Background: an optimization exercise with open tools, aiming at small area. Do not read the settings as production practice. Only simulation tests tie the RTL to the original design; equivalence was not proved. Power and IR drop assume default switching activity.

==> inputs of run a <==
==> flow/design.v <==
module window_gen #(
    parameter int DATA_W = 8,
    parameter int IMG_W  = 32
)(
    input  logic              clk,
    input  logic              pixel_vld,
    input  logic [DATA_W-1:0] pixel_in,
    output logic [DATA_W-1:0] tap32,
    output logic [DATA_W-1:0] tap64
);
    logic [DATA_W-1:0] sr [0:2*IMG_W-1];
    always_ff @(posedge clk) begin
        if (pixel_vld) begin
            sr[0] <= pixel_in;
            for (int i = 1; i < 2*IMG_W; i++)
                sr[i] <= sr[i-1];
        end
    end
    assign tap32 = sr[IMG_W-1];
    assign tap64 = sr[2*IMG_W-1];
endmodule
module gaussian_blur (
  input  logic        clk,
  input  logic        rst_n,
  input  logic [7:0]  pixel_in,
  input  logic        pixel_vld,
  output logic [7:0]  pixel_out,
  output logic        pixel_vld_out
);
  localparam int IMG_W = 32;
  localparam int IMG_H = 24;
  logic [7:0] tap32, tap64;
  window_gen #(.DATA_W(8), .IMG_W(IMG_W)) win0 (
    .clk      (clk),
    .pixel_vld(pixel_vld),
    .pixel_in (pixel_in),
    .tap32    (tap32),
    .tap64    (tap64)
  );
  logic [8:0]  cs_s;
  logic [9:0]  cs_c;
  logic [10:0] rc0;
  logic [9:0]  vin;
  assign cs_s[0] = tap64[0] ^ pixel_in[0];
  assign cs_c[0] = 1'b0;
  assign cs_c[1] = tap64[0] & pixel_in[0];
  for (genvar i = 1; i < 8; i++) begin : g_csa0
    assign {cs_c[i+1], cs_s[i]} = tap64[i] + pixel_in[i] + tap32[i-1];
  end
  assign cs_s[8] = tap32[7];
  assign cs_c[9] = 1'b0;
  assign rc0[0] = 1'b0;
  for (genvar i = 0; i < 10; i++) begin : g_cpa0
    logic a;
    assign a = (i < 9) ? cs_s[i] : 1'b0;
    assign {rc0[i+1], vin[i]} = a + cs_c[i] + rc0[i];
  end
  logic [9:0] v0, v1, v2;
  always_ff @(posedge clk) begin
    if (pixel_vld) begin
      v0 <= vin;
      v1 <= v0;
      v2 <= v1;
    end
  end
  logic [11:0] sum;
  logic [10:0] ss_s;
  logic [11:0] ss_c;
  logic [12:0] rc1;
  assign ss_s[0] = v2[0] ^ v0[0];
  assign ss_c[0] = 1'b0;
  assign ss_c[1] = v2[0] & v0[0];
  for (genvar i = 1; i < 10; i++) begin : g_csa1
    assign {ss_c[i+1], ss_s[i]} = v2[i] + v0[i] + v1[i-1];
  end
  assign ss_s[10] = v1[9];
  assign ss_c[11] = 1'b0;
  assign rc1[0] = 1'b0;
  for (genvar i = 0; i < 12; i++) begin : g_cpa1
    logic a;
    assign a = (i < 11) ? ss_s[i] : 1'b0;
    assign {rc1[i+1], sum[i]} = a + ss_c[i] + rc1[i];
  end
  logic [1:0] vld_pipe;
  always_ff @(posedge clk or negedge rst_n) begin
    if (!rst_n) begin
      vld_pipe      <= 2'b0;
      pixel_vld_out <= 1'b0;
    end else begin
      vld_pipe      <= {vld_pipe[0], pixel_vld};
      pixel_vld_out <= vld_pipe[1];
    end
  end
  logic [$clog2(IMG_W)-1:0] col_cnt;
  logic [$clog2(IMG_H)-1:0] row_cnt;
  always_ff @(posedge clk or negedge rst_n) begin
    if (!rst_n) begin
      col_cnt <= '0;
      row_cnt <= '0;
    end else if (vld_pipe[1]) begin
      col_cnt <= col_cnt + 1'b1;
      if (&col_cnt)
        row_cnt <= (row_cnt == 5'(IMG_H-1)) ? '0 : row_cnt + 1'b1;
    end
  end
  always_ff @(posedge clk) begin
    if (row_cnt == 0)
      pixel_out <= sum[9:2];
    else
      pixel_out <= sum[11:4];
  end
endmodule
==> flow/flow/run.sh <==
#!/bin/bash
# Own layout flow: the standard ORFS flow with small port buffers and a
# lean clock tree (no dummy clock loads). Tool output goes to standard.log.
set -euo pipefail
export BUFFER_PORTS_ARGS="-buffer_cell sky130_fd_sc_hd__buf_1"
export CTS_ARGS="-sink_clustering_enable -repair_clock_nets -dont_use_dummy_load -buf_list sky130_fd_sc_hd__clkbuf_8 -sink_clustering_size 21 -sink_clustering_max_diameter 60"
bash standard.sh > standard.log 2>&1
==> flow/standard.sh <==
#!/bin/bash
# synth_recipe.tcl (not shown) runs the flow's synth.tcl, then flattens the netlist and writes it again
# the make line also repeats each setting of config.mk as NAME=value (left out here)
make -C /OpenROAD-flow-scripts/flow DESIGN_CONFIG=/design/flow/config.mk WORK_HOME=/design/flow/orfs CLKGATE_MAP_FILE= SYNTH_SCRIPT=/design/flow/synth_recipe.tcl "${@:-finish}"
==> flow/config.mk <==
export PLATFORM = sky130hd
export DESIGN_NAME = gaussian_blur
export DESIGN_NICKNAME = gaussian_blur
export VERILOG_FILES = /design/flow/design.v
export SDC_FILE = /design/flow/constraint.sdc
export NUM_CORES = 4
export LEC_CHECK = 0
export CAP_MARGIN = 20
export CORE_MARGIN = 2
export CORE_UTILIZATION = 40
export SLEW_MARGIN = 20
==> flow/constraint.sdc <==
create_clock -name core_clock -period 5.0 [get_ports {clk}]
set_input_delay 1.0000 -clock core_clock [delete_from_list [all_inputs] [get_ports {clk}]]
set_output_delay 1.0000 -clock core_clock [all_outputs]
set_load 0.01 [all_outputs]
==> run b (differences from run a) <==
==> flow/design.v (replaced) <==
module window_gen #(
    parameter int DATA_W = 8,
    parameter int IMG_W  = 32
)(
    input  logic              clk,
    input  logic              pixel_vld,
    input  logic [DATA_W-1:0] pixel_in,
    output logic [DATA_W-1:0] tap0,
    output logic [DATA_W-1:0] tap32,
    output logic [DATA_W-1:0] tap64
);
    logic [DATA_W-1:0] sr [0:2*IMG_W];
    always_ff @(posedge clk) begin
        if (pixel_vld) begin
            sr[0] <= pixel_in;
            for (int i = 1; i <= 2*IMG_W; i++)
                sr[i] <= sr[i-1];
        end
    end
    assign tap0  = sr[0];
    assign tap32 = sr[IMG_W];
    assign tap64 = sr[2*IMG_W];
endmodule
module gaussian_blur (
  input  logic        clk,
  input  logic        rst_n,
  input  logic [7:0]  pixel_in,
  input  logic        pixel_vld,
  output logic [7:0]  pixel_out,
  output logic        pixel_vld_out
);
  localparam int IMG_W = 32;
  localparam int IMG_H = 24;
  logic [7:0] tap0, tap32, tap64;
  logic [9:0] v0;           
  logic [9:0] v1, v2;       
  window_gen #(.DATA_W(8), .IMG_W(IMG_W)) win0 (
    .clk      (clk),
    .pixel_vld(pixel_vld),
    .pixel_in (pixel_in),
    .tap0     (tap0),
    .tap32    (tap32),
    .tap64    (tap64)
  );
  assign v0 = {2'b00, tap64} + {1'b0, tap32, 1'b0} + {2'b00, tap0};
  always_ff @(posedge clk) begin
    if (pixel_vld) begin
      v1 <= v0;
      v2 <= v1;
    end
  end
  logic [11:0] sum;
  assign sum = {2'b00, v2} + {1'b0, v1, 1'b0} + {2'b00, v0};
  logic [1:0] vld_pipe;
  always_ff @(posedge clk or negedge rst_n) begin
    if (!rst_n) begin
      vld_pipe      <= 2'b0;
      pixel_vld_out <= 1'b0;
    end else begin
      vld_pipe      <= {vld_pipe[0], pixel_vld};
      pixel_vld_out <= vld_pipe[1];
    end
  end
  logic [$clog2(IMG_W)-1:0] col_cnt;
  logic [$clog2(IMG_H)-1:0] row_cnt;
  always_ff @(posedge clk or negedge rst_n) begin
    if (!rst_n) begin
      col_cnt <= '0;
      row_cnt <= '0;
    end else if (vld_pipe[1]) begin
      col_cnt <= col_cnt + 1'b1;
      if (&col_cnt)
        row_cnt <= (row_cnt == IMG_H-1) ? '0 : row_cnt + 1'b1;
    end
  end
  always_ff @(posedge clk) begin
    if (row_cnt == 0)
      pixel_out <= sum[9:2];
    else
      pixel_out <= sum[11:4];
  end
endmodule
==> flow/run.sh (new file) <==
#!/bin/bash
# synth_recipe.tcl (not shown) runs the flow's synth.tcl, then flattens the netlist and writes it again
# the make line also repeats each setting of config.mk as NAME=value (left out here)
make -C /OpenROAD-flow-scripts/flow DESIGN_CONFIG=/design/flow/config.mk WORK_HOME=/design/flow/orfs CLKGATE_MAP_FILE= SYNTH_SCRIPT=/design/flow/synth_recipe.tcl finish
--- a/flow/config.mk
+++ b/flow/config.mk
@@ -9,3 +9,6 @@
 export CORE_MARGIN = 2
 export CORE_UTILIZATION = 40
+export CTS_BUF_LIST = sky130_fd_sc_hd__clkbuf_8
+export CTS_CLUSTER_DIAMETER = 60
+export CTS_CLUSTER_SIZE = 20
 export SLEW_MARGIN = 20
removed: flow/flow/run.sh
removed: flow/standard.sh
==> comparison table <==
| metric | run a | run b |
|---|---|---|
| Psw | 1.67 mW | 2.34 mW |
| Portion of synthesized cell area occupied by the leading cell type | 91.4% | 88.0% |
| Logic depth of the worst setup path including buffers | 12 | 19 |
| Buf/Inv on CP | 0 | 4 |
| Global-route wire length before repair | 32100 um | 35100 um |
| Full die area | 0.0462 mm^2 | 0.0478 mm^2 |
| Largest voltage drop on the vdd net | 0.000184 V | 0.000251 V |
| Sequential share of power | 70.3% | 60.8% |
| Layout clock area frac | 2.44% | 3.52% |
| Row Count | 77 | 78 |
| Worst-path fanout max | 2 | 8 |
| Cell area after synthesis | 0.0178 mm^2 | 0.0184 mm^2 |
| Multi-input combinational cell area | 0.00103 mm^2 | 0.00148 mm^2 |
| Via count of the first global-routing pass | 5664 | 6421 |
| Count of state elements after synthesis | 563 | 561 |
| Period utilization | 96.3% | 90.0% |
| Data arrival time of the critical path | 5260 ps | 4950 ps |
| Origin of the worst min-delay path | win0.sr[23][0] | vld_pipe[0] |
| Total power | 8.10 mW | 9.34 mW |
| Reg2reg path depth | 12 | 19 |
| Filler-free cell count of the finished design | 1297 | 1464 |
| Number of sequential storage elements | 563 | 561 |
| Met1 Use GR | 15.0% | 15.4% |
| Result of the run | complete, no violations | complete, no violations |
| Initial Utilization | 40.4% | 40.6% |

-- port drivers added, routing unchanged --
No port has a modelled driver above. Below, the same layouts with a new extraction and two added sets of constraints.
Step 1 assumes that a clkbuf_16 drives the clock port and a buf_2 every other input.
Step 2, shift: input delay + t, output delay - t, t = (earliest + latest rising clock arrival at the registers) / 2. This alone moves slack from input paths to output paths.
a / b / c = ideal / step 1 / step 2; a / b = the first two.
run | t, ns | slack for setup (ns) | hold WS [ns] | worst setup path at the end | worst data-port slew with drivers (ns)
run a | 0.595 | 0.187 / 0.187 / -0.141 | 0.381 / 0.381 / 0.381 | input to register | 0.03
run b | 0.620 | 0.500 / 0.500 / 0.500 | 0.367 / 0.367 / 0.367 | register to register | 0.10
Met with ideal ports but missed after step 2: setup timing in run a. The setup slack of run a, which loses most, moves by 0.000 ns with the drivers and by -0.328 ns with both steps.
